This design comes from an exercise in tuning for small area and a short achievable clock period on the open sky130 flow, not from production work. RTL that was checked went through simulation tests only; none was proved equivalent to the original. For runs 3 to 6, only the layout was checked, not whether the RTL still works.

**standard.sh**
```bash
#!/bin/bash
# synth_recipe.tcl (not shown) runs the flow's synth.tcl, then flattens the netlist and writes it again
# the make line also repeats each setting of config.mk as NAME=value (left out here)
make -C /OpenROAD-flow-scripts/flow DESIGN_CONFIG=/design/flow/config.mk WORK_HOME=/design/flow/orfs CLKGATE_MAP_FILE= SYNTH_SCRIPT=/design/flow/synth_recipe.tcl "${@:-finish}"
```
**config.mk**
```make
export PLATFORM = sky130hd
export DESIGN_NAME = lab4_2
export DESIGN_NICKNAME = lab4_2
export VERILOG_FILES = /design/flow/design.v
export SDC_FILE = /design/flow/constraint.sdc
export NUM_CORES = 4
export LEC_CHECK = 0
export CAP_MARGIN = 20
export CORE_MARGIN = 2
export CORE_UTILIZATION = 40
export CTS_BUF_LIST = sky130_fd_sc_hd__clkbuf_8
export CTS_CLUSTER_DIAMETER = 100
export CTS_CLUSTER_SIZE = 12
export SETUP_SLACK_MARGIN = 4.7
export SLEW_MARGIN = 20
```
**design.v**
```verilog
`timescale 1ns / 1ps
module lab4_2( 
              input wire      mode,
              input wire[2:0] opCode,
              input wire[3:0] value,
              input clk,
              input reset,
              output reg[9:0] result,
              output reg cacheFull,
              output reg invalidOp,
              output reg overflow);
    reg [5:0]   mem[0:31];
    reg [31:14] memx;
    reg [9:0]  p1;      
    reg [11:0] p1x3;    
    reg [5:0]  cnt;     
    reg [3:0]  start;   
    reg [4:0]  nxt;     
    reg        last;    
    reg [6:0]  cur;     
    reg [3:0]  tgt;     
    wire [2:0] cop = cur[6:4];
    wire [3:0] cv  = cur[3:0];
    wire full  = cnt[5];
    wire empty = (cnt == 6'd0);
    wire valid = (opCode[1:0] != 2'b11);
    wire store = !mode && !full && valid;
    wire exec  = mode && !empty;
    wire jump  = cop[2] & cop[1];
    function isjump;
        input [6:0] e;
        isjump = e[6] & e[5];
    endfunction
    wire [11:0] sum = result + cv + (cop[0] ? p1 : 10'd0);
    function [9:0] row;
        input [1:0] d;
        input [9:0] b;
        input [9:0] b3;
        case (d)
            2'd0: row = 10'd0;
            2'd1: row = b;
            2'd2: row = {b[8:0], 1'b0};
            default: row = b3;
        endcase
    endfunction
    wire [9:0] r0 = row(result[1:0], p1, p1x3[9:0]);
    wire [9:0] r1 = row(result[3:2], p1, p1x3[9:0]);
    wire [9:0] r2 = row(result[5:4], p1, p1x3[9:0]);
    wire [9:0] r3 = row(result[7:6], p1, p1x3[9:0]);
    wire [9:0] r4 = row(result[9:8], p1, p1x3[9:0]);
    function [1:0] fa;
        input a, b, c;
        fa = {(a & b) | (a & c) | (b & c), a ^ b ^ c};
    endfunction
    function [1:0] ha;
        input a, b;
        ha = {a & b, a ^ b};
    endfunction
    wire t1, t2, t3, t4, t5, t6, t7, t8, t9, t10, t11, t12, t13, t14, t15, t16, t17, t18, t19, t20, t21, t22, t23, t24, t25, t26, t27, t28;
    assign {t2, t1} = ha(r0[8], r1[6]);
    assign {t4, t3} = fa(r0[9], r1[7], r2[5]);
    assign {t6, t5} = ha(r0[6], r1[4]);
    assign {t8, t7} = fa(r0[7], r1[5], r2[3]);
    assign {t10, t9} = fa(t1, r2[4], r3[2]);
    assign {t12, t11} = fa(t3, r3[3], r4[1]);
    assign {t14, t13} = ha(cv[2], r0[2]);
    assign {t16, t15} = fa(cv[3], r0[3], r1[1]);
    assign {t18, t17} = fa(r0[4], r1[2], r2[0]);
    assign {t20, t19} = fa(r0[5], r1[3], r2[1]);
    assign {t22, t21} = fa(t5, r2[2], r3[0]);
    assign {t24, t23} = fa(t7, r3[1], t6);
    assign {t26, t25} = fa(t9, r4[0], t8);
    assign {t28, t27} = fa(t11, t2, t10);
    wire [9:0] mx = {t27, t25, t23, t21, t19, t17, t15, t13, cv[1], cv[0]};
    wire [9:0] my = {t26, t24, t22, t20, t18, t16, t14, r1[0], r0[1], r0[0]};
    wire mcout = t4 | t12 | t28;
    wire [10:0] plo = mx + my;
    function rowhi;
        input [1:0]  d;
        input        ge1;    
        input        ge2;    
        input        ge3;    
        case (d)
            2'd0: rowhi = 1'b0;
            2'd1: rowhi = ge1;
            2'd2: rowhi = ge2;
            default: rowhi = ge3;
        endcase
    endfunction
    wire mhi = rowhi(result[1:0], 1'b0,        p1[9],       |p1x3[11:10])
             | rowhi(result[3:2], |p1[9:8],    |p1[9:7],    |p1x3[11:8])
             | rowhi(result[5:4], |p1[9:6],    |p1[9:5],    |p1x3[11:6])
             | rowhi(result[7:6], |p1[9:4],    |p1[9:3],    |p1x3[11:4])
             | rowhi(result[9:8], |p1[9:2],    |p1[9:1],    |p1x3[11:2]);
    wire movf = plo[10] | mcout | mhi;
    wire [3:0] pop = result[0] + result[1] + result[2] + result[3] + result[4]
                   + result[5] + result[6] + result[7] + result[8] + result[9];
    wire [9:0] rev = {result[0], result[1], result[2], result[3], result[4],
                      result[5], result[6], result[7], result[8], result[9]};
    reg [9:0] nres;
    reg       novf;
    always @* begin
        case (cop[2:1])
            2'b00:   begin nres = sum[9:0]; novf = sum[11:10] != 2'd0; end
            2'b01:   begin nres = plo[9:0]; novf = movf; end
            default: begin nres = cop[0] ? rev : {6'd0, pop}; novf = 1'b0; end
        endcase
    end
    wire [5:0] tgt1  = tgt + 6'd1;
    wire [5:0] nxt1  = nxt + 6'd1;
    wire [4:0] nidx1 = last ? tgt1[4:0] : nxt1[4:0];
    wire       nlast = last ? (tgt1 == cnt) : (nxt1 == cnt);
    reg [5:0] rd;                                        
    reg       rxs;                                       
    integer k;
    always @* begin
        rd  = 6'd0;
        rxs = 1'b0;
        for (k = 0; k < 32; k = k + 1)
            rd = rd | (mem[k] & {6{last ? (tgt == k) : (nxt == k)}});
        for (k = 14; k < 32; k = k + 1)
            rxs = rxs | (memx[k] & (last ? (tgt == k) : (nxt == k)));
    end
    wire       below14 = last ? (tgt < 4'd14) : (nxt < 5'd14);
    wire       rx      = below14 ? (rd[5:1] == 5'b11111) : rxs;
    wire [6:0] rdat = rx ? {2'b10, rd[0], rd[3:0]}
                         : {rd[5] & rd[4], rd[5:4] == 2'b11 ? 2'b10 : rd[5:4], rd[3:0]};
    wire       wx    = opCode[2] & ~opCode[1];
    wire [6:0] wcode = {wx, opCode[2] ? 2'b11 : opCode[1:0],
                        wx ? {3'b111, opCode[0]} : value};
    wire [6:0] wc = {opCode, value};
    wire [3:0] tw = isjump(wc)   ? value      : start;    
    wire [3:0] te = isjump(rdat) ? rdat[3:0]  : tgt;      
    always @(posedge clk) begin
        if (store)
            mem[cnt[4:0]] <= wcode[5:0];
        for (k = 14; k < 32; k = k + 1)
            if (store && cnt[4:0] == k)
                memx[k] <= wcode[6];
        if (empty) begin
            cur <= wc;
            tgt <= tw;
        end else if (mode) begin
            cur <= rdat;
            tgt <= te;
        end
    end
    always @(posedge clk or posedge reset) begin
        if (reset) begin
            result    <= 10'd0;
            p1        <= 10'd0;
            p1x3      <= 12'd0;
            overflow  <= 1'b0;
            cacheFull <= 1'b0;
            invalidOp <= 1'b0;
            cnt       <= 6'd0;
            start     <= 4'd0;
            nxt       <= 5'd1;
            last      <= 1'b0;
        end else begin
            if (!mode) begin
                if (full)
                    cacheFull <= 1'b1;
                else begin
                    invalidOp <= !valid;
                    if (valid) begin
                        cnt  <= cnt + 6'd1;
                        last <= empty;
                    end
                end
            end else if (!empty) begin
                nxt   <= nidx1;
                last  <= nlast;
                start <= tgt;
                if (!jump) begin
                    result   <= nres;
                    p1       <= result;
                    p1x3     <= {2'd0, result} + {1'b0, result, 1'b0};
                    overflow <= novf;
                end
            end
        end
    end
endmodule
```
**flow/run.sh**
```bash
#!/bin/bash
# The standard layout (the standard.sh, unchanged synthesis), except that
# the port buffers are sky130_fd_sc_hd__buf_2 cells rather than the delay
# buffer that buffer_ports picks by default. Full tool output goes to
# standard.log here; ORFS's own per-step logs stay under orfs/logs.
set -euo pipefail
export BUFFER_PORTS_ARGS="-buffer_cell sky130_fd_sc_hd__buf_2"
bash standard.sh > standard.log 2>&1
```
**constraint.sdc**
```tcl
create_clock -name core_clock -period 8.0 [get_ports {clk}]
set_input_delay 1.6000 -clock core_clock [delete_from_list [all_inputs] [get_ports {clk}]]
set_output_delay 1.6000 -clock core_clock [all_outputs]
set_load 0.01 [all_outputs]
```
==> results of run 1 <==
==> through the flow <==
step | instances | worst slack, ns
finish | 1746 | 4.29
detailed placement | 1652 | 3.60
global placement | 1652 | 3.68
floorplan | 1236 | 4.44
global route | 1746 | 4.07
CTS | 1739 | 4.30
==> routing by layer <==
layer / part of all wire, % / wire length (um) / track usage, %
met5: 0 / 0 / 0
met4: 4.7 / 2030 / 8.86
met3: 7.0 / 3040 / 3.69
met2: 47 / 20600 / 39.0
met1: 41 / 17700 / 30.5
==> layout make-up <==
type	instances	area share, %
flip-flops and latches	271	49.1
multi-input cells	835	39.6
well taps	461	3.58
repair buffers	78	3.50
clock buffers	26	2.22
inverters	53	1.29
clock inverters	22	0.614
==> logic make-up after synthesis <==
kind of cell,Yosys count,synth area share (%)
xor gates and xnor gates,32,1.96
DFF,271,55.2
and+or+nand+nor,384,13.5
muxes,23,1.88
AOI/OAI and AO/OA,305,14.5
buffers and inverters,130,3.60
adders and majority gates,91,9.24
==> synthesized netlist by cell type, types with 7 or more instances <==
master	number
sky130_fd_sc_hd__edfxtp_1	221
sky130_fd_sc_hd__nor2_1	105
sky130_fd_sc_hd__o21ai_0	81
sky130_fd_sc_hd__nand2_1	79
sky130_fd_sc_hd__ha_1	67
sky130_fd_sc_hd__nand3_1	59
sky130_fd_sc_hd__clkbuf_1	55
sky130_fd_sc_hd__inv_1	53
sky130_fd_sc_hd__a21oi_1	50
sky130_fd_sc_hd__dfrtp_1	49
sky130_fd_sc_hd__a22oi_1	43
sky130_fd_sc_hd__xnor2_1	25
sky130_fd_sc_hd__fa_1	24
sky130_fd_sc_hd__and2_1	18
sky130_fd_sc_hd__a32oi_1	17
sky130_fd_sc_hd__buf_2	17
sky130_fd_sc_hd__nand4_1	16
sky130_fd_sc_hd__and3_1	14
sky130_fd_sc_hd__nor3_1	14
sky130_fd_sc_hd__mux2i_1	13
sky130_fd_sc_hd__nor2b_1	10
sky130_fd_sc_hd__a221oi_1	9
sky130_fd_sc_hd__o21bai_1	9
sky130_fd_sc_hd__a211oi_1	8
sky130_fd_sc_hd__a21o_1	8
sky130_fd_sc_hd__a221o_1	8
sky130_fd_sc_hd__a22o_1	8
sky130_fd_sc_hd__nor4_1	8
sky130_fd_sc_hd__o21a_1	8
sky130_fd_sc_hd__or2_2	8
sky130_fd_sc_hd__and3b_1	7
sky130_fd_sc_hd__mux2_2	7
sky130_fd_sc_hd__nand3b_1	7
sky130_fd_sc_hd__xor2_1	7
==> worst paths after layout <==
kind / to / slack (ns) / cells after the start / from
max: overflow$_DFFE_PP0P_ / 4.29 / 14 / result[2]$_DFFE_PP0P_
min: cacheFull$_DFFE_PP0P_ / 0.47 / 1 / cacheFull$_DFFE_PP0P_
max reg2reg: overflow$_DFFE_PP0P_ / 4.29 / 14 / result[2]$_DFFE_PP0P_
min reg2reg: cacheFull$_DFFE_PP0P_ / 0.47 / 1 / cacheFull$_DFFE_PP0P_
max in group asynchronous: nxt[4]$_DFFE_PP0P_ / 6.24 / 3 / reset
min in group asynchronous: p1x3[6]$_DFFE_PP0P_ / 1.18 / 3 / reset
==> flip-flops by register name (all words and copies together), names as in the netlist <==
name,cells
nxt,5
result,10
memx,18
cnt,6
tgt,4
p1x3,12
start,4
last,1
cacheFull,1
p1,9
cur,7
mem,192
overflow,1
invalidOp,1
==> timing repair <==
item	CTS	global route
resized for setup	86	37
hold endpoints to repair	0	0
endpoints found under the setup margin	224	141
buffers inserted	39	7
pin swaps	29	26
==> critical path, stage by stage (launching register included) <==
cell and delay (ns):
sky130_fd_sc_hd__dfrtp_2 0.48, sky130_fd_sc_hd__inv_2 0.14, sky130_fd_sc_hd__ha_4 0.22, sky130_fd_sc_hd__a22oi_2 0.08, sky130_fd_sc_hd__o21ai_1 0.17, sky130_fd_sc_hd__fa_1 0.45
sky130_fd_sc_hd__fa_1 0.52, sky130_fd_sc_hd__fa_1 0.42, sky130_fd_sc_hd__ha_1 0.22, sky130_fd_sc_hd__nor4_2 0.20, sky130_fd_sc_hd__nand4_1 0.13, sky130_fd_sc_hd__nor3_1 0.15
sky130_fd_sc_hd__o311ai_1 0.16, sky130_fd_sc_hd__a21oi_1 0.17, sky130_fd_sc_hd__a31oi_1 0.09
==> summary.md, run 1 <==
| Metric | Value |
|---|---|
| Sequential fraction of the synthesis area | `55.2%` |
| Leading register cell type out of synthesis | `sky130_fd_sc_hd__edfxtp_1` |
| Routability-driven placement congestion ratio | `0.949` |
| Worst min-delay path category | `reg2reg` |
| Critical path launch point type | `flip-flop` |
| Antenna-violating nets left | `0` |
| RSZ-0062 raised after global routing | `true` |
| Slew Limit Fails | `0` |
| TritonCTS Sinks | `271` |
| Area of all placed cells without fillers | `16,100 um^2` |
| Library cell with the largest summed area after synthesis | `sky130_fd_sc_hd__edfxtp_1` |
| Leading cell type in the layout, fill and taps excluded | `sky130_fd_sc_hd__edfxtp_1` |
| CTS Root Cell | `sky130_fd_sc_hd__clkbuf_8` |
| Count of distinct cell types in the synthesized netlist | `75` |
| IO Port Bufs | `22` |
| Total Die Area | `37,200 um^2` |
| Number of storage elements in the synthesis netlist | `271` |
| Latest clock arrival within the worst-skew pair | `0.61 ns` |
| Average cell area after synthesis | `11.6 um^2` |
| Initial antenna violation count | `0` |
| HPWL Detailed | `29.2 mm` |
| Die Y-Extent | `193 um` |
| Max-Cap Viols | `0` |
| Area growth, synth to finish | `12.8%` |
| Largest fanout on the critical path | `9` |
| Combined area of all synthesized cells | `14,300 um^2` |
| Area after detailed placement | `14,800 um^2` |
| Rows | `69` |
| Total inserted antenna cells | `0` |
| Num ports | `23` |
| Biggest area contributors in the synthesized netlist | `sky130_fd_sc_hd__edfxtp_1, sky130_fd_sc_hd__dfrtp_1, sky130_fd_sc_hd__ha_1` |
| Length of the first detailed-routing pass in iterations | `6` |
| Initial DRC Count | `1,210` |
| Yosys top cell area share | `46.5%` |
| Post-layout net count | `1,366` |
| Synthesized Nets | `1,337` |
| Headroom to the max-slew limit | `36.1%` |
| Final hold violations | `0` |
| Starting density of the core | `40.3%` |
| Arrival time at the worst endpoint | `4.18 ns` |
| # hold bufs at CTS | `0` |
| Via density per instance | `6.07` |
| CTS HTree Levels | `1` |
| Layout cells sized above 1 | `17.7%` |
| Fill cells | `3,268` |
| Async set or reset register ratio after synthesis | `18.5%` |
| Sequential standard cell area | `7920 um^2` |
| Via count of the first global-routing pass | `10,200` |
| Total grt overflow | `0` |
| Commonest non-fill, non-tap cells in the layout | `sky130_fd_sc_hd__edfxtp_1, sky130_fd_sc_hd__nor2_1, sky130_fd_sc_hd__nand2_1` |
| Multi-input gate area in the final layout | `6380 um^2` |
| Worst setup path category | `reg2reg` |
| Number of instances in the synthesized netlist | `1,236` |
| Hold slack | `0.469 ns` |
| Number of enable flip-flop cells after synthesis | `221` |
| # setup viols final | `0` |
| Slew of the pin with the lowest slew margin | `0.958 ns` |
| Vias after detailed routing | `10,600` |
| First-pass GRT wire length | `64.3 mm` |
| Share of the clock period used by the worst path after layout | `46.3%` |
| Die extent in x | `193 um` |
| Placeable core region | `35,400 um^2` |
| Clock-pin slew on the worst setup and hold paths | `0.09 ns` |
| Crit path capture type | `flip-flop` |
| Wire per inst | `24.8 um` |
| Final Critical Period | `3.71 ns` |
| Max Root-Sink Buffers | `3` |
| Total wirelength of the detailed-routed design | `43.3 mm` |
| Clock tree from TritonCTS | `built` |
| Gr usage total | `23.3%` |
| Critical path data required time | `8.48 ns` |
| Synthesis warning total | `1` |
| Number of CTS-inserted buffers | `26` |
| Timing-limited maximum frequency | `270 MHz` |
| Aggregate negative setup slack | `0 ns` |
| Result of the run | `finished clean` |
| Worst setup skew after layout | `0.0126 ns` |
| Core Util, Final | `45.5%` |
| DRC Markers | `0` |
| Maximum number of pins on one net before global-route repair | `56` |
==> run 2, diff against run 1 <==
--- a/config.mk
+++ b/config.mk
@@ -11,5 +11,5 @@
 export CTS_BUF_LIST = sky130_fd_sc_hd__clkbuf_8
 export CTS_CLUSTER_DIAMETER = 100
 export CTS_CLUSTER_SIZE = 12
-export SETUP_SLACK_MARGIN = 4.7
+export SETUP_SLACK_MARGIN = 4.1
 export SLEW_MARGIN = 20
==> summary.md, run 2 <==
| Metric | Value |
|---|---|
| Average cell area after synthesis | `11.6 um^2` |
| Max Root-Sink Buffers | `3` |
| Number of enable flip-flop cells after synthesis | `221` |
| Total Die Area | `37,200 um^2` |
| Total wirelength of the detailed-routed design | `42.3 mm` |
| Combined area of all synthesized cells | `14,300 um^2` |
| Number of CTS-inserted buffers | `26` |
| Arrival time at the worst endpoint | `4.15 ns` |
| Via count of the first global-routing pass | `9,860` |
| Final hold violations | `0` |
| Count of placed standard cells including taps | `1,649` |
| Ranking of synthesized cells by instance count | `sky130_fd_sc_hd__edfxtp_1, sky130_fd_sc_hd__nor2_1, sky130_fd_sc_hd__o21ai_0, sky130_fd_sc_hd__nand2_1, sky130_fd_sc_hd__ha_1` |
| Startpoint of the worst register-to-register path | `nxt[0]$_DFFE_PP1P_` |
| Number of storage elements in the synthesis netlist | `271` |
| Maximum number of pins on one net before global-route repair | `56` |
| Length of the first detailed-routing pass in iterations | `9` |
| Largest fanout on the critical path | `16` |
| Core Util, Final | `43.5%` |
| # hold bufs at CTS | `0` |
| Max-Cap Viols | `0` |
| Critical path launch point type | `flip-flop` |
| Leading cell type in the layout, fill and taps excluded | `sky130_fd_sc_hd__edfxtp_1` |
| HP Start | `start[1]$_DFFE_PP0P_` |
| Num ports | `23` |
| Timing-limited maximum frequency | `261 MHz` |
| RSZ-0062 raised after global routing | `true` |
| Final Critical Period | `3.84 ns` |
| Slew of the pin with the lowest slew margin | `0.934 ns` |
| Wire per inst | `24.9 um` |
| Fill cells | `3,338` |
| Reg-to-reg endpoint | `tgt[0]$_DFFE_PP_` |
| Area growth, synth to finish | `7.78%` |
| TritonCTS Sinks | `271` |
| Multiplexer area fraction after synthesis | `1.88%` |
| Layout cells sized above 1 | `10.6%` |
| Placeable core region | `35,400 um^2` |
| Aggregate negative setup slack | `0 ns` |
| Most frequently used cell type in the post-synthesis netlist | `sky130_fd_sc_hd__edfxtp_1` |
| Final worst-path setup slack | `4.16 ns` |
| Leading register cell type out of synthesis | `sky130_fd_sc_hd__edfxtp_1` |
| Die extent in x | `193 um` |
| Total inserted antenna cells | `0` |
| Count of distinct cell types in the synthesized netlist | `75` |
| Biggest area contributors in the synthesized netlist | `sky130_fd_sc_hd__edfxtp_1, sky130_fd_sc_hd__dfrtp_1, sky130_fd_sc_hd__ha_1` |
| Worst setup path category | `reg2reg` |
| Via density per instance | `6.09` |
| CTS HTree Levels | `1` |
| Worst min-delay path category | `reg2reg` |
| Max FFs per register | `192` |
| First-pass GRT wire length | `63.5 mm` |
| Library cell with the largest summed area after synthesis | `sky130_fd_sc_hd__edfxtp_1` |
| Number of instances in the synthesized netlist | `1,236` |
| Gr usage total | `23.0%` |
| Result of the run | `finished clean` |
| Number of instances on the worst hold path | `2` |
| IO Port Bufs | `22` |
| XOR/XNOR share of the synthesized area | `1.96%` |
| DP Worst Slack | `3.50 ns` |
| Register-to-register path setup slack | `4.16 ns` |
| CTS Root Cell | `sky130_fd_sc_hd__clkbuf_8` |
| Cell Count, Final, Fillers Out | `1,699` |
| Logic depth of the worst register-to-register path | `9` |
| Commonest non-fill, non-tap cells in the layout | `sky130_fd_sc_hd__edfxtp_1, sky130_fd_sc_hd__nor2_1, sky130_fd_sc_hd__nand2_1, sky130_fd_sc_hd__o21ai_0, sky130_fd_sc_hd__nand3_1` |
| Post-layout net count | `1,332` |
| Total grt overflow | `0` |
| Combinational family with the most area after synthesis | `compound AO/OA/AOI/OAI gates` |
| Worst setup skew after layout | `0.0360 ns` |
| Clock-pin slew on the worst setup and hold paths | `0.09 ns` |
| Synthesized Nets | `1,337` |
| Starting density of the core | `40.3%` |
| Crit path capture type | `flip-flop` |
| Hold worst-path end | `start[1]$_DFFE_PP0P_` |
| Post-synthesis adder-cell area fraction | `9.24%` |
| Initial DRC Count | `1,287` |
| Compound-cell area share of the yosys netlist | `14.5%` |
| Critical path data required time | `8.31 ns` |
| Vias after detailed routing | `10,400` |
| DRC Markers | `0` |
| Sequential fraction of the synthesis area | `55.2%` |
| Yosys top cell area share | `46.5%` |
| HPWL Detailed | `29.3 mm` |
| Async set or reset register ratio after synthesis | `18.5%` |
| Routability-driven placement congestion ratio | `0.919` |
| Die Y-Extent | `193 um` |
| # setup viols final | `0` |
| Synthesis warning total | `1` |
| Rows | `69` |
| Headroom to the max-slew limit | `37.7%` |
| Latest clock arrival within the worst-skew pair | `0.62 ns` |
| Initial antenna violation count | `0` |
| Clock tree from TritonCTS | `built` |
| Share of the clock period used by the worst path after layout | `47.9%` |
| Antenna-violating nets left | `0` |
| Synth Area in Simple Gates | `13.5%` |
| Slew Limit Fails | `0` |
run 2: cell counts after synthesis:
No cell type changed its count.
run 2: worst max-delay path by stage:
| stage | slack (ns) | endpoint | startpoint | depth (start not counted) |
|---|---|---|---|---|
| 6_report | 4.16 | tgt[0]$_DFFE_PP_ | nxt[0]$_DFFE_PP1P_ | 9 |
| 5_1_grt | 3.98 | overflow$_DFFE_PP0P_ | result[2]$_DFFE_PP0P_ | 14 |
| 4_1_cts | 4.14 | overflow$_DFFE_PP0P_ | result[4]$_DFFE_PP0P_ | 14 |
| 3_5_place_dp | 3.50 | mem[10][0]$_DFFE_PP_ | mode | 5 |
| 3_3_place_gp | 3.59 | mem[10][4]$_DFFE_PP_ | mode | 5 |
| 2_1_floorplan | 4.15 | overflow$_DFFE_PP0P_ | result[1]$_DFFE_PP0P_ | 15 |
run 2: layer usage:
metal	routed length, um	part of all wire (%)	GRT usage [%]
met2	19800	47	37.9
met1	17800	42	31.2
met4	1820	4.3	8.16
met3	2910	6.9	3.19
met5	0	0	0
run 2: final cells by class:
type                            count  area [um^2]  area share [%]
Sequential cell                   271         7900            51.3
Multi-Input combinational cell    835         6030            39.2
Clock buffer                       26          358            2.33
Tap cell                          461          577            3.75
Clock inverter                      9         50.0           0.325
Inverter                           53          199            1.29
Timing Repair Buffer               44          275            1.79
run 2: stage by stage:
stage | instance area [um^2] | hold WS (ns)
detailed placement | 14700 | 0.478
global route | 15400 | 0.533
CTS | 15300 | 0.499
floorplan | 14300 | 0.450
finish | 15400 | 0.508
global placement | 14700 | 0.474
run 2: critical path, cell delays in order (launching register included):
cell	delay, ns
sky130_fd_sc_hd__dfstp_2	0.70
sky130_fd_sc_hd__inv_1	0.11
sky130_fd_sc_hd__ha_1	0.44
sky130_fd_sc_hd__and3b_1	0.33
sky130_fd_sc_hd__and2_0	0.37
sky130_fd_sc_hd__a221oi_1	0.54
sky130_fd_sc_hd__nand4_1	0.20
sky130_fd_sc_hd__or3_1	0.39
sky130_fd_sc_hd__nand4b_1	0.18
sky130_fd_sc_hd__a41o_1	0.28
run 2: timing repair:
action,CTS,global route
resized for setup,23,16
hold endpoints to repair,0,0
setup endpoints to repair,4,138
pin swaps,1,1
setup buffers,13,2
run 2: kinds of logic (layout without fill, tap and decap cells):
kind of cell / after synthesis / in the layout
XOR/XNOR: 32 / 32
AND/OR/NAND/NOR: 384 / 384
adder cells (fa/ha/maj): 91 / 91
AO/OA/AOI/OAI: 305 / 305
flip-flops: 271 / 271
multiplexers: 23 / 23
buffers and inverters: 130 / 132
==> run 3, diff against run 2 <==
--- a/design.v
+++ b/design.v
@@ -14,7 +14,6 @@
     reg [9:0]  p1;      
     reg [11:0] p1x3;    
     reg [5:0]  cnt;     
-    reg [3:0]  start;   
     reg [4:0]  nxt;     
     reg        last;    
     reg [6:0]  cur;     
@@ -129,7 +128,7 @@
     wire [6:0] wcode = {wx, opCode[2] ? 2'b11 : opCode[1:0],
                         wx ? {3'b111, opCode[0]} : value};
     wire [6:0] wc = {opCode, value};
-    wire [3:0] tw = isjump(wc)   ? value      : start;    
+    wire [3:0] tw = isjump(wc)   ? value      : 4'd0;     
     wire [3:0] te = isjump(rdat) ? rdat[3:0]  : tgt;      
     always @(posedge clk) begin
         if (store)
@@ -154,7 +153,6 @@
             cacheFull <= 1'b0;
             invalidOp <= 1'b0;
             cnt       <= 6'd0;
-            start     <= 4'd0;
             nxt       <= 5'd1;
             last      <= 1'b0;
         end else begin
@@ -171,7 +169,6 @@
             end else if (!empty) begin
                 nxt   <= nidx1;
                 last  <= nlast;
-                start <= tgt;
                 if (!jump) begin
                     result   <= nres;
                     p1       <= result;
==> summary.md, run 3 <==
| Metric | Value |
|---|---|
| Result of the run | `finished clean` |
| Compound-cell area share of the yosys netlist | `15.5%` |
| Combinational family with the most area after synthesis | `compound AO/OA/AOI/OAI gates` |
| Register-to-register path setup slack | `4.01 ns` |
| Total inserted antenna cells | `0` |
| Leading cell type in the layout, fill and taps excluded | `sky130_fd_sc_hd__edfxtp_1` |
| Wire per inst | `24.3 um` |
| Timing-limited maximum frequency | `250 MHz` |
| Total Die Area | `36,800 um^2` |
| Initial DRC Count | `1,200` |
| Share of the clock period used by the worst path after layout | `49.9%` |
| Combined area of all synthesized cells | `14,100 um^2` |
| Clock-pin slew on the worst setup and hold paths | `0.11 ns` |
| Synthesized Nets | `1,289` |
| Number of storage elements in the synthesis netlist | `267` |
| Vias after detailed routing | `9,835` |
| Layout cells sized above 1 | `14.7%` |
| Max FFs per register | `192` |
| Slew Limit Fails | `0` |
| TritonCTS Sinks | `267` |
| Latest clock arrival within the worst-skew pair | `0.61 ns` |
| Core Util, Final | `44.7%` |
| Die Y-Extent | `192 um` |
| Biggest area contributors in the synthesized netlist | `sky130_fd_sc_hd__edfxtp_1, sky130_fd_sc_hd__dfrtp_1, sky130_fd_sc_hd__ha_1` |
| Aggregate negative setup slack | `0 ns` |
| Met2 Wirelength | `19.7 mm` |
| Leading register cell type out of synthesis | `sky130_fd_sc_hd__edfxtp_1` |
| Multiplexer area fraction after synthesis | `1.98%` |
| Slew of the pin with the lowest slew margin | `1.07 ns` |
| Number of enable flip-flop cells after synthesis | `221` |
| # setup viols final | `0` |
| Count of distinct cell types in the synthesized netlist | `89` |
| Area growth, synth to finish | `9.79%` |
| Die extent in x | `192 um` |
| Crit path capture type | `flip-flop` |
| Uppermost layer routed | `met4` |
| Critical path launch point type | `flip-flop` |
| Post-synthesis adder-cell area fraction | `9.35%` |
| CTS HTree Levels | `1` |
| Commonest non-fill, non-tap cells in the layout | `sky130_fd_sc_hd__edfxtp_1, sky130_fd_sc_hd__nor2_1, sky130_fd_sc_hd__nand2_1` |
| Antenna-violating nets left | `0` |
| Synthesis warning total | `1` |
| Average cell area after synthesis | `11.9 um^2` |
| XOR/XNOR share of the synthesized area | `2.17%` |
| Post-layout net count | `1,321` |
| Async set or reset register ratio after synthesis | `17.2%` |
| Starting density of the core | `40.7%` |
| Headroom to the max-slew limit | `28.1%` |
| Worst setup path category | `reg2reg` |
| Ranking of synthesized cells by instance count | `sky130_fd_sc_hd__edfxtp_1, sky130_fd_sc_hd__nor2_1, sky130_fd_sc_hd__nand2_1, sky130_fd_sc_hd__a22oi_1, sky130_fd_sc_hd__o21ai_0` |
| Critical path data required time | `8.47 ns` |
| Length of the first detailed-routing pass in iterations | `5` |
| Most frequently used cell type in the post-synthesis netlist | `sky130_fd_sc_hd__edfxtp_1` |
| Number of instances in the synthesized netlist | `1,188` |
| Initial antenna violation count | `0` |
| Total wirelength of the detailed-routed design | `40.9 mm` |
| Placeable core region | `34,600 um^2` |
| Synth Area in Simple Gates | `12.1%` |
| Max-Cap Viols | `0` |
| Sequential fraction of the synthesis area | `55.2%` |
| Routability-driven placement congestion ratio | `0.856` |
| IO Port Bufs | `22` |
| DRC Markers | `0` |
| Library cell with the largest summed area after synthesis | `sky130_fd_sc_hd__edfxtp_1` |
| Number of CTS-inserted buffers | `26` |
| Yosys top cell area share | `47.0%` |
| Final hold violations | `0` |
| First-pass GRT wire length | `60.8 mm` |
| Met3 routed WL | `2.43 mm` |
| Via count of the first global-routing pass | `9,485` |
| Arrival time at the worst endpoint | `4.46 ns` |
| Worst setup skew after layout | `0.0340 ns` |
| Worst min-delay path category | `reg2reg` |
| Maximum number of pins on one net before global-route repair | `52` |
| Fill cells | `3,120` |
| Via density per instance | `5.84` |
| RSZ-0062 raised after global routing | `true` |
| CTS Root Cell | `sky130_fd_sc_hd__clkbuf_8` |
| Number of instances on the worst hold path | `1` |
| Largest fanout on the critical path | `12` |
| Length of routed wiring on met1 | `17.1 mm` |
| Gr usage total | `22.3%` |
| Logic depth of the worst register-to-register path | `15` |
| Total grt overflow | `0` |
| Clock tree from TritonCTS | `built` |
| Max Root-Sink Buffers | `3` |
| HPWL Detailed | `28.3 mm` |
| Num ports | `23` |
| Rows | `68` |
| Final Critical Period | `3.99 ns` |
| # hold bufs at CTS | `0` |
-- run 3: cell types whose count changed after synthesis, moves of 6 or more --
cell	change
sky130_fd_sc_hd__o21ai_0	-12
sky130_fd_sc_hd__nand3_1	-35
sky130_fd_sc_hd__nand2_1	+16
sky130_fd_sc_hd__a22oi_1	+29
sky130_fd_sc_hd__buf_2	-6
sky130_fd_sc_hd__a221oi_1	-6
sky130_fd_sc_hd__clkbuf_1	-12
sky130_fd_sc_hd__xor2_1	+6
sky130_fd_sc_hd__a32oi_1	-9
-- run 3: path summary, 6_finish.rpt --
path	from	end
min in group asynchronous	reset	p1x3[8]$_DFFE_PP0P_
worst min register to register	cacheFull$_DFFE_PP0P_	cacheFull$_DFFE_PP0P_
max in group asynchronous	reset	result[7]$_DFFE_PP0P_
worst max-delay path	result[1]$_DFFE_PP0P_	overflow$_DFFE_PP0P_
worst min-delay path	cacheFull$_DFFE_PP0P_	cacheFull$_DFFE_PP0P_
worst max register to register	result[1]$_DFFE_PP0P_	overflow$_DFFE_PP0P_
-- run 3: routing by layer --
| metal | vias to the layer above | track usage (%) |
|---|---|---|
| met5 | - | 0 |
| met1 | 4860 | 29.8 |
| li1 | 4515 | - |
| met2 | 374 | 37.4 |
| met4 | 0 | 7.84 |
| met3 | 86 | 2.72 |
-- run 3: repair_timing --
| item | CTS | global route |
|---|---|---|
| setup endpoints to repair | 6 | 10 |
| gates resized for setup | 24 | 28 |
| pin swaps | 9 | 16 |
| buffers inserted | 23 | 13 |
-- run 3: layout make-up --
| type | instances | area (um^2) | share of cell area, % |
|---|---|---|---|
| Sequential cell | 267 | 7800 | 50.4 |
| Multi-Input combinational cell | 803 | 6030 | 38.9 |
| Tap cell | 455 | 569 | 3.68 |
| Timing Repair Buffer | 69 | 473 | 3.05 |
| Clock buffer | 26 | 358 | 2.31 |
| Inverter | 53 | 204 | 1.32 |
| Clock inverter | 10 | 55.1 | 0.355 |
-- run 3: cell families (layout without fill, tap and decap cells) --
| group | count (synthesis) | in the layout |
|---|---|---|
| muxes | 24 | 24 |
| xor gates and xnor gates | 35 | 35 |
| DFF | 267 | 267 |
| and+or+nand+nor | 335 | 335 |
| buffers and inverters | 118 | 158 |
| AOI/OAI and AO/OA | 318 | 318 |
| adders and majority gates | 91 | 91 |
-- run 3: metrics by stage --
stage	instances	area, um^2	hold slack [ns]	worst slack [ns]
2_1_floorplan	1188	14200	0.472	4.01
3_3_place_gp	1610	14600	0.444	3.68
3_5_place_dp	1611	14600	0.455	3.70
4_1_cts	1670	15300	0.476	3.98
5_1_grt	1683	15500	0.506	3.83
6_report	1683	15500	0.476	4.01
-- run 3: worst max-delay path, stage by stage, from the launching register on --
cell                       delay (ns)
sky130_fd_sc_hd__dfrtp_2         0.46
sky130_fd_sc_hd__buf_4           0.16
sky130_fd_sc_hd__ha_4            0.19
sky130_fd_sc_hd__nand2_1         0.07
sky130_fd_sc_hd__o21ai_1         0.08
sky130_fd_sc_hd__fa_1            0.58
sky130_fd_sc_hd__fa_1            0.45
sky130_fd_sc_hd__fa_1            0.52
sky130_fd_sc_hd__ha_4            0.19
sky130_fd_sc_hd__nor4_4          0.13
sky130_fd_sc_hd__nand3_1         0.12
sky130_fd_sc_hd__nor3_2          0.11
sky130_fd_sc_hd__o221ai_1        0.14
sky130_fd_sc_hd__or4_1           0.41
sky130_fd_sc_hd__o21ai_1         0.15
sky130_fd_sc_hd__a31oi_1         0.09
==> run 4, diff against run 3 <==
--- a/config.mk
+++ b/config.mk
@@ -11,5 +11,5 @@
 export CTS_BUF_LIST = sky130_fd_sc_hd__clkbuf_8
 export CTS_CLUSTER_DIAMETER = 100
 export CTS_CLUSTER_SIZE = 12
-export SETUP_SLACK_MARGIN = 4.1
+export SETUP_SLACK_MARGIN = 4.4
 export SLEW_MARGIN = 20
==> summary.md, run 4 <==
| Metric | Value |
|---|---|
| Via density per instance | `5.88` |
| Total Die Area | `36,800 um^2` |
| Final worst-path setup slack | `3.99 ns` |
| Register-to-register path setup slack | `3.99 ns` |
| Leading cell type in the layout, fill and taps excluded | `sky130_fd_sc_hd__edfxtp_1` |
| Count of distinct cell types in the synthesized netlist | `89` |
| IO Port Bufs | `22` |
| Synthesized Nets | `1,289` |
| Worst setup path category | `reg2reg` |
| Rows | `68` |
| Num ports | `23` |
| Most frequently used cell type in the post-synthesis netlist | `sky130_fd_sc_hd__edfxtp_1` |
| Largest delay contributor family on the critical path | `adder cells` |
| Vias after detailed routing | `10,000` |
| Length of the first detailed-routing pass in iterations | `6` |
| Placeable core region | `34,600 um^2` |
| Area growth, synth to finish | `12.3%` |
| Synthesis warning total | `1` |
| Aggregate negative setup slack | `0 ns` |
| Origin of the worst setup path | `result[3]$_DFFE_PP0P_` |
| Final Critical Period | `4.01 ns` |
| DRC Markers | `0` |
| Largest fanout on the critical path | `5` |
| Combined area of all synthesized cells | `14,100 um^2` |
| Max FFs per register | `192` |
| TritonCTS Sinks | `267` |
| Reg-to-reg endpoint | `overflow$_DFFE_PP0P_` |
| Latest clock arrival within the worst-skew pair | `0.61 ns` |
| Die Y-Extent | `192 um` |
| CTS HTree Levels | `1` |
| Post-layout net count | `1,339` |
| Critical path destination | `overflow$_DFFE_PP0P_` |
| Startpoint of the worst register-to-register path | `result[3]$_DFFE_PP0P_` |
| First-pass GRT wire length | `61.3 mm` |
| Delay of the slowest cell on the worst path | `0.57 ns` |
| Initial DRC Count | `1,200` |
| Stages on the worst setup path | `15` |
| Async set or reset register ratio after synthesis | `17.2%` |
| Layout cells sized above 1 | `18.9%` |
| Number of enable flip-flop cells after synthesis | `221` |
| Worst setup skew after layout | `0.0320 ns` |
| Biggest area contributors in the synthesized netlist | `sky130_fd_sc_hd__edfxtp_1, sky130_fd_sc_hd__dfrtp_1, sky130_fd_sc_hd__ha_1` |
| Yosys top cell area share | `47.0%` |
| Library cell with the largest summed area after synthesis | `sky130_fd_sc_hd__edfxtp_1` |
| Critical path's most frequent cell | `sky130_fd_sc_hd__fa_1` |
| CTS Root Cell | `sky130_fd_sc_hd__clkbuf_8` |
| Cell Count, Final, Fillers Out | `1,701` |
| Slowest stage cell on the critical path | `sky130_fd_sc_hd__fa_1` |
| Die extent in x | `192 um` |
| Initial antenna violation count | `0` |
| Fill cells | `3,093` |
| # setup viols final | `0` |
| Total wirelength of the detailed-routed design | `41.4 mm` |
| Max Root-Sink Buffers | `3` |
| Result of the run | `finished clean` |
| Commonest non-fill, non-tap cells in the layout | `sky130_fd_sc_hd__edfxtp_1, sky130_fd_sc_hd__nor2_1, sky130_fd_sc_hd__nand2_1` |
| Arrival time at the worst endpoint | `4.48 ns` |
| Clock tree from TritonCTS | `built` |
| Worst min-delay path category | `reg2reg` |
| DP Worst Slack | `3.70 ns` |
| Routability-driven placement congestion ratio | `0.856` |
| RSZ-0062 raised after global routing | `true` |
| Ranking of synthesized cells by instance count | `sky130_fd_sc_hd__edfxtp_1, sky130_fd_sc_hd__nor2_1, sky130_fd_sc_hd__nand2_1, sky130_fd_sc_hd__a22oi_1, sky130_fd_sc_hd__o21ai_0` |
| Wire per inst | `24.4 um` |
| Starting density of the core | `40.7%` |
| Critical path data required time | `8.47 ns` |
| Average cell area after synthesis | `11.9 um^2` |
| Headroom to the max-slew limit | `31.0%` |
| Series of cell instances along the critical path | `inv_4, ha_4, a22oi_2, o21ai_2, fa_1, fa_1, fa_1, ha_4, nor4_4, nand3_1, nor3_2, o221ai_1, or4_1, o21ai_1, a31oi_1` |
| HPWL Detailed | `28.3 mm` |
| Leading register cell type out of synthesis | `sky130_fd_sc_hd__edfxtp_1` |
| Clock-pin slew on the worst setup and hold paths | `0.11 ns` |
| Max-Cap Viols | `0` |
| Total grt overflow | `0` |
| Area of all placed cells without fillers | `15,800 um^2` |
| Via count of the first global-routing pass | `9,577` |
| Maximum number of pins on one net before global-route repair | `52` |
| WP buf/inv | `1` |
| Number of instances in the synthesized netlist | `1,188` |
| Sequential fraction of the synthesis area | `55.2%` |
| Hold slack | `0.475 ns` |
| Crit path capture type | `flip-flop` |
| Gr usage total | `22.5%` |
| Count of placed standard cells including taps | `1,611` |
| Critical path launch point type | `flip-flop` |
| Total inserted antenna cells | `0` |
| Antenna-violating nets left | `0` |
| Logic depth of the worst register-to-register path | `15` |
| Number of CTS-inserted buffers | `26` |
| Slew of the pin with the lowest slew margin | `1.03 ns` |
| Final hold violations | `0` |
| Number of storage elements in the synthesis netlist | `267` |
| Timing-limited maximum frequency | `249 MHz` |
| Slew Limit Fails | `0` |
| Area after detailed placement | `14,600 um^2` |
| Share of the clock period used by the worst path after layout | `50.2%` |
| HP Start | `cacheFull$_DFFE_PP0P_` |
## run 4: cell counts after synthesis
No cell type changed its count.
## run 4: worst min path at each step
stage	endpoint	depth (start not counted)
2_1_floorplan	p1x3[8]$_DFFE_PP0P_	2
3_3_place_gp	cacheFull$_DFFE_PP0P_	1
3_5_place_dp	cacheFull$_DFFE_PP0P_	1
4_1_cts	cacheFull$_DFFE_PP0P_	1
5_1_grt	cacheFull$_DFFE_PP0P_	1
6_report	cacheFull$_DFFE_PP0P_	1
## run 4: timing repair
item / 4_1_cts / 5_1_grt
gates resized for setup: 70 / 41
endpoints found under the setup margin: 15 / 14
hold buffers: 0 / 0
buffers inserted: 41 / 13
pin swaps: 29 / 26
## run 4: routing by layer
layer | vias up | GRT usage, % | part of all wire [%] | routed length, um
met3 | 90 | 2.96 | 7.0 | 2880
met5 | - | 0 | 0 | 0
met2 | 471 | 37.9 | 48 | 20100
li1 | 4551 | - | - | -
met4 | 0 | 7.99 | 4.1 | 1700
met1 | 4890 | 29.7 | 41 | 16800
## run 4: layout make-up
type / instances / area (um^2) / area share, %
sequential: 267 / 7800 / 49.2
timing repair buffer: 87 / 643 / 4.06
tap: 455 / 569 / 3.59
clock inverter: 10 / 55.1 / 0.347
inverter: 53 / 209 / 1.32
clock buffer: 26 / 358 / 2.26
multi-input combinational: 803 / 6210 / 39.2
## run 4: worst register-to-register path: stages (launching register included)
cell                       delay, ns
sky130_fd_sc_hd__dfrtp_2        0.47
sky130_fd_sc_hd__inv_4          0.06
sky130_fd_sc_hd__ha_4           0.18
sky130_fd_sc_hd__a22oi_2        0.19
sky130_fd_sc_hd__o21ai_2        0.09
sky130_fd_sc_hd__fa_1           0.57
sky130_fd_sc_hd__fa_1           0.45
sky130_fd_sc_hd__fa_1           0.52
sky130_fd_sc_hd__ha_4           0.19
sky130_fd_sc_hd__nor4_4         0.13
sky130_fd_sc_hd__nand3_1        0.12
sky130_fd_sc_hd__nor3_2         0.12
sky130_fd_sc_hd__o221ai_1       0.14
sky130_fd_sc_hd__or4_1          0.41
sky130_fd_sc_hd__o21ai_1        0.15
sky130_fd_sc_hd__a31oi_1        0.09
## run 4: cell families after synthesis
kind of cell    count (synthesis)  share of synthesized area (%)
flops                         267                           55.2
simple gates                  335                           12.1
mux                            24                           1.98
buf+inv                       118                           3.71
compound gates                318                           15.5
fa+ha+maj                      91                           9.35
xor+xnor                       35                           2.17
## run 4: metrics by stage
step	util (%)
2_1_floorplan	-
3_3_place_gp	42.1
3_5_place_dp	42.1
4_1_cts	45.0
5_1_grt	45.8
6_report	45.8
==> run 5, diff against run 4 <==
--- a/design.v
+++ b/design.v
@@ -12,7 +12,8 @@
     reg [5:0]   mem[0:31];
     reg [31:14] memx;
     reg [9:0]  p1;      
-    reg [11:0] p1x3;    
+    reg [11:1] p3hi;    
+    wire [11:0] p1x3 = {p3hi, p1[0]};
     reg [5:0]  cnt;     
     reg [4:0]  nxt;     
     reg        last;    
@@ -148,7 +149,7 @@
         if (reset) begin
             result    <= 10'd0;
             p1        <= 10'd0;
-            p1x3      <= 12'd0;
+            p3hi      <= 11'd0;
             overflow  <= 1'b0;
             cacheFull <= 1'b0;
             invalidOp <= 1'b0;
@@ -172,7 +173,7 @@
                 if (!jump) begin
                     result   <= nres;
                     p1       <= result;
-                    p1x3     <= {2'd0, result} + {1'b0, result, 1'b0};
+                    p3hi     <= {1'b0, result[9:1]} + {1'b0, result};
                     overflow <= novf;
                 end
             end
--- a/config.mk
+++ b/config.mk
@@ -11,5 +11,5 @@
 export CTS_BUF_LIST = sky130_fd_sc_hd__clkbuf_8
 export CTS_CLUSTER_DIAMETER = 100
 export CTS_CLUSTER_SIZE = 12
-export SETUP_SLACK_MARGIN = 4.4
+export SETUP_SLACK_MARGIN = 4.1
 export SLEW_MARGIN = 20
==> summary.md, run 5 <==
| Metric | Value |
|---|---|
| Max-Cap Viols | `0` |
| Worst setup skew after layout | `0.0589 ns` |
| Number of enable flip-flop cells after synthesis | `221` |
| Share of the clock period used by the worst path after layout | `49.0%` |
| Num ports | `23` |
| Placeable core region | `34,700 um^2` |
| Commonest non-fill, non-tap cells in the layout | `sky130_fd_sc_hd__edfxtp_1, sky130_fd_sc_hd__nor2_1, sky130_fd_sc_hd__nand2_1` |
| # hold bufs at CTS | `0` |
| Length of the first detailed-routing pass in iterations | `5` |
| Worst min-delay path category | `reg2reg` |
| Aggregate negative setup slack | `0 ns` |
| Vias after detailed routing | `10,200` |
| Critical path launch point type | `flip-flop` |
| Max Root-Sink Buffers | `3` |
| Biggest area contributors in the synthesized netlist | `sky130_fd_sc_hd__edfxtp_1, sky130_fd_sc_hd__dfrtp_1, sky130_fd_sc_hd__ha_1` |
| Routability-driven placement congestion ratio | `0.862` |
| Rows | `68` |
| Largest fanout on the critical path | `12` |
| First-pass GRT wire length | `62.1 mm` |
| Yosys top cell area share | `46.8%` |
| Final Critical Period | `3.92 ns` |
| Starting density of the core | `40.9%` |
| Total Die Area | `37,000 um^2` |
| Count of distinct cell types in the synthesized netlist | `84` |
| Delay of the slowest cell on the worst path | `0.66 ns` |
| Final hold violations | `0` |
| Number of instances in the synthesized netlist | `1,205` |
| TritonCTS Sinks | `267` |
| Via density per instance | `6.05` |
| Series of cell instances along the critical path | `and2_1, fa_1, ha_1, fa_1, a21o_1, a21oi_1, nor2_1, o21a_1, o41a_1, o31ai_1, a211oi_1` |
| Area growth, synth to finish | `9.38%` |
| Wire per inst | `24.8 um` |
| Sequential fraction of the synthesis area | `54.9%` |
| Length of routed wiring on met1 | `18.9 mm` |
| # setup viols final | `0` |
| Most frequently used cell type in the post-synthesis netlist | `sky130_fd_sc_hd__edfxtp_1` |
| Max FFs per register | `192` |
| Antenna-violating nets left | `0` |
| Maximum number of pins on one net before global-route repair | `59` |
| Number of CTS-inserted buffers | `26` |
| Worst setup path category | `reg2reg` |
| Critical path's most frequent cell | `sky130_fd_sc_hd__fa_1` |
| Leading cell type in the layout, fill and taps excluded | `sky130_fd_sc_hd__edfxtp_1` |
| Clock tree from TritonCTS | `built` |
| Number of storage elements in the synthesis netlist | `267` |
| Met2 Wirelength | `17.9 mm` |
| Slowest stage cell on the critical path | `sky130_fd_sc_hd__dfrtp_1` |
| CTS Root Cell | `sky130_fd_sc_hd__clkbuf_8` |
| Clock-pin slew on the worst setup and hold paths | `0.09 ns` |
| Total wirelength of the detailed-routed design | `41.9 mm` |
| Die extent in x | `192 um` |
| Area of all placed cells without fillers | `15,500 um^2` |
| DRC Markers | `0` |
| Area after detailed placement | `14,700 um^2` |
| Via count of the first global-routing pass | `9,580` |
| Post-layout net count | `1,313` |
| Timing-limited maximum frequency | `255 MHz` |
| Uppermost layer routed | `met4` |
| Met3 routed WL | `4.27 mm` |
| Leading register cell type out of synthesis | `sky130_fd_sc_hd__edfxtp_1` |
| Synthesized Nets | `1,306` |
| Critical path data required time | `8.43 ns` |
| Gr usage total | `22.5%` |
| Arrival time at the worst endpoint | `4.35 ns` |
| Crit path capture type | `flip-flop` |
| Combined area of all synthesized cells | `14,200 um^2` |
| Latest clock arrival within the worst-skew pair | `0.64 ns` |
| IO Port Bufs | `22` |
| Result of the run | `finished clean` |
| Total grt overflow | `0` |
| Library cell with the largest summed area after synthesis | `sky130_fd_sc_hd__edfxtp_1` |
| Ranking of synthesized cells by instance count | `sky130_fd_sc_hd__edfxtp_1, sky130_fd_sc_hd__nor2_1, sky130_fd_sc_hd__nand2_1, sky130_fd_sc_hd__o21ai_0, sky130_fd_sc_hd__ha_1` |
| Synthesis warning total | `1` |
| Average cell area after synthesis | `11.8 um^2` |
| Layout cells sized above 1 | `13.1%` |
| Slew Limit Fails | `0` |
| Slew of the pin with the lowest slew margin | `0.991 ns` |
| Initial DRC Count | `1,254` |
| HPWL Detailed | `28.6 mm` |
| Initial antenna violation count | `1` |
| RSZ-0062 raised after global routing | `true` |
| Die Y-Extent | `192 um` |
| CTS HTree Levels | `1` |
| Async set or reset register ratio after synthesis | `17.2%` |
| Headroom to the max-slew limit | `33.8%` |
[run 5: cell types whose count changed after synthesis, moves of 10 or more]
cell / delta
sky130_fd_sc_hd__nor2_1: -10
sky130_fd_sc_hd__a22oi_1: -29
sky130_fd_sc_hd__nand3_1: +21
sky130_fd_sc_hd__and3_1: +20
sky130_fd_sc_hd__a32oi_1: +12
sky130_fd_sc_hd__buf_2: +12
[run 5: final cells by class]
type                            instances  area, um^2
Antenna cell                            1        2.50
Clock buffer                           27         372
Clock inverter                         21        96.3
Fill cell                            3157       19200
Inverter                               49         191
Multi-Input combinational cell        815        6140
Sequential cell                       267        7800
Tap cell                              455         569
Timing Repair Buffer                   53         343
[run 5: final timing paths]
path | endpoint | slack (ns) | cells past startpoint | start
min in group asynchronous | cnt[3]$_DFFE_PP0P_ | 1.13 | 3 | reset
max in group asynchronous | result[6]$_DFFE_PP0P_ | 6.33 | 3 | reset
hold reg to reg | cacheFull$_DFFE_PP0P_ | 0.47 | 1 | cacheFull$_DFFE_PP0P_
hold / removal | cacheFull$_DFFE_PP0P_ | 0.47 | 1 | cacheFull$_DFFE_PP0P_
setup reg to reg | overflow$_DFFE_PP0P_ | 4.08 | 11 | p1[1]$_DFFE_PP0P_
setup / recovery | overflow$_DFFE_PP0P_ | 4.08 | 11 | p1[1]$_DFFE_PP0P_
[run 5: timing repair]
action,4_1_cts,5_1_grt
setup buffers,15,3
endpoints found under the setup margin,13,10
gates resized for setup,29,24
pin swaps,4,3
[run 5: stage by stage]
step	hold slack (ns)	setup slack [ns]	utilization (%)	cells
2_1_floorplan	0.467	4.16	-	1205
3_3_place_gp	0.449	3.37	42.3	1621
3_5_place_dp	0.447	3.26	42.3	1621
4_1_cts	0.467	4.08	44.3	1684
5_1_grt	0.506	3.94	44.7	1687
6_report	0.466	4.08	44.7	1688
[run 5: critical path, delay by kind of cell, from the launching register on]
kind	cells	cell delay, ns
flip-flops	1	0.66
AND/OR/NAND/NOR	2	0.28
AO/OA/AOI/OAI	6	1.72
adder cells (fa/ha/maj)	3	1.10
[run 5: logic make-up after synthesis]
family	share of synthesized area, %
AND/OR/NAND/NOR	13.3
XOR/XNOR	2.16
flip-flops	54.9
multiplexers	1.59
adder cells (fa/ha/maj)	9.30
buffers and inverters	3.69
AO/OA/AOI/OAI	15.1
[run 5: per-layer routing]
metal	track usage, %	up-vias
met5	0	-
met4	4.93	0
met3	5.06	55
met2	32.7	568
met1	34.3	5028
li1	-	4568
==> run 6, diff against run 5 <==
--- a/config.mk
+++ b/config.mk
@@ -11,5 +11,5 @@
 export CTS_BUF_LIST = sky130_fd_sc_hd__clkbuf_8
 export CTS_CLUSTER_DIAMETER = 100
 export CTS_CLUSTER_SIZE = 12
-export SETUP_SLACK_MARGIN = 4.1
+export SETUP_SLACK_MARGIN = 4.4
 export SLEW_MARGIN = 20
==> summary.md, run 6 <==
| Metric | Value |
|---|---|
| Latest clock arrival within the worst-skew pair | `0.61 ns` |
| Synthesis warning total | `1` |
| Post-layout net count | `1,331` |
| Die extent in x | `192 um` |
| Gr usage total | `23.3%` |
| Wire per inst | `24.9 um` |
| CTS HTree Levels | `1` |
| Async set or reset register ratio after synthesis | `17.2%` |
| Layout cells sized above 1 | `17.2%` |
| Library cell with the largest summed area after synthesis | `sky130_fd_sc_hd__edfxtp_1` |
| Average cell area after synthesis | `11.8 um^2` |
| Antenna-violating nets left | `0` |
| Via density per instance | `6.03` |
| Vias after detailed routing | `10,300` |
| Synthesized Nets | `1,306` |
| Number of storage elements in the synthesis netlist | `267` |
| Count of placed standard cells including taps | `1,622` |
| Origin of the worst setup path | `result[2]$_DFFE_PP0P_` |
| Via count of the first global-routing pass | `10,000` |
| Total grt overflow | `0` |
| Placeable core region | `34,700 um^2` |
| Sequential fraction of the synthesis area | `54.9%` |
| Maximum number of pins on one net before global-route repair | `59` |
| Rows | `68` |
| Aggregate negative setup slack | `0 ns` |
| Largest fanout on the critical path | `4` |
| Total Die Area | `37,000 um^2` |
| Combined area of all synthesized cells | `14,200 um^2` |
| HPWL Detailed | `29.1 mm` |
| Routability-driven placement congestion ratio | `0.866` |
| Cell Count, Final, Fillers Out | `1,705` |
| Most frequently used cell type in the post-synthesis netlist | `sky130_fd_sc_hd__edfxtp_1` |
| Leading register cell type out of synthesis | `sky130_fd_sc_hd__edfxtp_1` |
| Biggest area contributors in the synthesized netlist | `sky130_fd_sc_hd__edfxtp_1, sky130_fd_sc_hd__dfrtp_1, sky130_fd_sc_hd__ha_1` |
| Worst min-delay path category | `reg2reg` |
| Number of CTS-inserted buffers | `26` |
| Critical path destination | `overflow$_DFFE_PP0P_` |
| IO Port Bufs | `22` |
| Critical path data required time | `8.43 ns` |
| Result of the run | `finished clean` |
| Initial DRC Count | `1,066` |
| Startpoint of the worst register-to-register path | `result[2]$_DFFE_PP0P_` |
| Num ports | `23` |
| Leading cell type in the layout, fill and taps excluded | `sky130_fd_sc_hd__edfxtp_1` |
| Clock tree from TritonCTS | `built` |
| Critical path launch point type | `flip-flop` |
| Starting density of the core | `40.9%` |
| Worst setup skew after layout | `0.0395 ns` |
| TritonCTS Sinks | `267` |
| # hold bufs at CTS | `0` |
| Commonest non-fill, non-tap cells in the layout | `sky130_fd_sc_hd__edfxtp_1, sky130_fd_sc_hd__nor2_1, sky130_fd_sc_hd__nand2_1` |
| Area growth, synth to finish | `11.9%` |
| Initial antenna violation count | `0` |
| DRC Markers | `0` |
| # setup viols final | `0` |
| Number of instances in the synthesized netlist | `1,205` |
| Reg-to-reg endpoint | `overflow$_DFFE_PP0P_` |
| Max FFs per register | `192` |
| Length of the first detailed-routing pass in iterations | `5` |
| Die Y-Extent | `192 um` |
| First-pass GRT wire length | `63.9 mm` |
| Max-Cap Viols | `0` |
| Hold slack | `0.466 ns` |
| Final hold violations | `0` |
| Max Root-Sink Buffers | `3` |
| Headroom to the max-slew limit | `46.0%` |
| Timing-limited maximum frequency | `254 MHz` |
| Number of enable flip-flop cells after synthesis | `221` |
| Yosys top cell area share | `46.8%` |
| Total inserted antenna cells | `0` |
| Share of the clock period used by the worst path after layout | `49.2%` |
| RSZ-0062 raised after global routing | `true` |
| Logic depth of the worst register-to-register path | `14` |
| Arrival time at the worst endpoint | `4.37 ns` |
| Final Critical Period | `3.94 ns` |
| Slew of the pin with the lowest slew margin | `0.808 ns` |
| Slew Limit Fails | `0` |
| Register-to-register path setup slack | `4.06 ns` |
| Clock-pin slew on the worst setup and hold paths | `0.11 ns` |
| Worst setup path category | `reg2reg` |
| Count of distinct cell types in the synthesized netlist | `84` |
| Total wirelength of the detailed-routed design | `42.4 mm` |
| Crit path capture type | `flip-flop` |
| CTS Root Cell | `sky130_fd_sc_hd__clkbuf_8` |
| Ranking of synthesized cells by instance count | `sky130_fd_sc_hd__edfxtp_1, sky130_fd_sc_hd__nor2_1, sky130_fd_sc_hd__nand2_1, sky130_fd_sc_hd__o21ai_0, sky130_fd_sc_hd__ha_1` |
==> run 6: cell counts after synthesis <==
Identical to the previous run, type by type.
==> run 6: timing repair <==
action | in CTS | in global routing
endpoints found under the setup margin | 17 | 22
buffers inserted | 24 | 11
pin swaps | 14 | 14
resized for setup | 59 | 40
==> run 6: worst max-delay path, stage by stage (launching register included) <==
cell	delay, ns
sky130_fd_sc_hd__dfrtp_2	0.45
sky130_fd_sc_hd__buf_6	0.13
sky130_fd_sc_hd__ha_4	0.17
sky130_fd_sc_hd__a22oi_2	0.17
sky130_fd_sc_hd__o21ai_2	0.09
sky130_fd_sc_hd__fa_1	0.52
sky130_fd_sc_hd__fa_1	0.45
sky130_fd_sc_hd__fa_1	0.54
sky130_fd_sc_hd__ha_4	0.22
sky130_fd_sc_hd__a2111oi_4	0.29
sky130_fd_sc_hd__nand4_1	0.17
sky130_fd_sc_hd__nor4_2	0.19
sky130_fd_sc_hd__o311ai_1	0.15
sky130_fd_sc_hd__a31oi_1	0.16
sky130_fd_sc_hd__a211oi_1	0.06
==> run 6: per-layer routing <==
layer | vias up | wire, um | GRT usage [%]
li1 | 4604 | - | -
met1 | 5137 | 19000 | 34.4
met2 | 470 | 18600 | 35.1
met3 | 71 | 3700 | 4.04
met4 | 0 | 1050 | 6.84
met5 | - | 0 | 0
==> run 6: cell families after synthesis <==
group                    Yosys count  synth area share, %
buffers and inverters            123                 3.69
adder cells (fa/ha/maj)           91                 9.30
AND/OR/NAND/NOR                  363                 13.3
AO/OA/AOI/OAI                    306                 15.1
XOR/XNOR                          35                 2.16
multiplexers                      20                 1.59
flip-flops                       267                 54.9
==> run 6: cell type report <==
class,instances,area (um^2)
Sequential cell,267,7810
Timing Repair Buffer,71,514
Clock buffer,26,358
Clock inverter,22,124
Fill cell,3178,18800
Multi-Input combinational cell,815,6300
Inverter,49,194
Tap cell,455,569
==> run 6: metrics by stage <==
stage | instance area [um^2] | utilization (%) | setup WS, ns
2_1_floorplan | 14300 | - | 4.19
3_3_place_gp | 14700 | 42.4 | 3.39
3_5_place_dp | 14700 | 42.4 | 3.34
4_1_cts | 15700 | 45.1 | 4.01
5_1_grt | 15900 | 45.7 | 3.91
6_report | 15900 | 45.7 | 4.06
==> run 6: how the worst min path moves through the flow <==
stage	startpoint	to	cells past startpoint
6_report	cacheFull$_DFFE_PP0P_	cacheFull$_DFFE_PP0P_	1
5_1_grt	cacheFull$_DFFE_PP0P_	cacheFull$_DFFE_PP0P_	1
4_1_cts	cacheFull$_DFFE_PP0P_	cacheFull$_DFFE_PP0P_	1
3_5_place_dp	cacheFull$_DFFE_PP0P_	cacheFull$_DFFE_PP0P_	1
3_3_place_gp	cacheFull$_DFFE_PP0P_	cacheFull$_DFFE_PP0P_	1
2_1_floorplan	p3hi[11]$_DFFE_PP0P_	p3hi[11]$_DFFE_PP0P_	2

port drivers added, routing unchanged:
The results above use ideal ports. As a check the final layouts listed here were re-extracted and re-timed, cells and wires unchanged.
Step 1 sets driving cells, clkbuf_16 on the clock port and buf_2 on the other inputs (assumed; they add their load-dependent delay and slew).
Step 2 also shifts input and output timing later by t, the mid clock arrival at the registers, as if the neighbouring blocks saw the same clock.
Three values: ideal ports, drivers, drivers and shift; two values: the first two.
run	t, ns	slack for setup (ns)	worst setup path after step 2	worst register clock-pin slew, ns
run 1	0.645	4.294 / 4.294 / 4.294	register to register	0.10 / 0.10
run 2	0.649	4.165 / 4.165 / 3.782	input to register	0.11 / 0.11
run 3	0.639	4.007 / 4.007 / 4.007	register to register	0.11 / 0.11
run 4	0.641	3.987 / 3.987 / 3.987	register to register	0.11 / 0.11
run 5	0.651	4.080 / 4.080 / 3.890	input to register	0.10 / 0.10
run 6	0.647	4.060 / 4.060 / 3.921	input to register	0.11 / 0.11
After both steps every run listed still meets setup and hold. For run 2, which loses most, drivers alone change the setup slack by 0.000 ns; drivers and shift together by -0.383 ns.
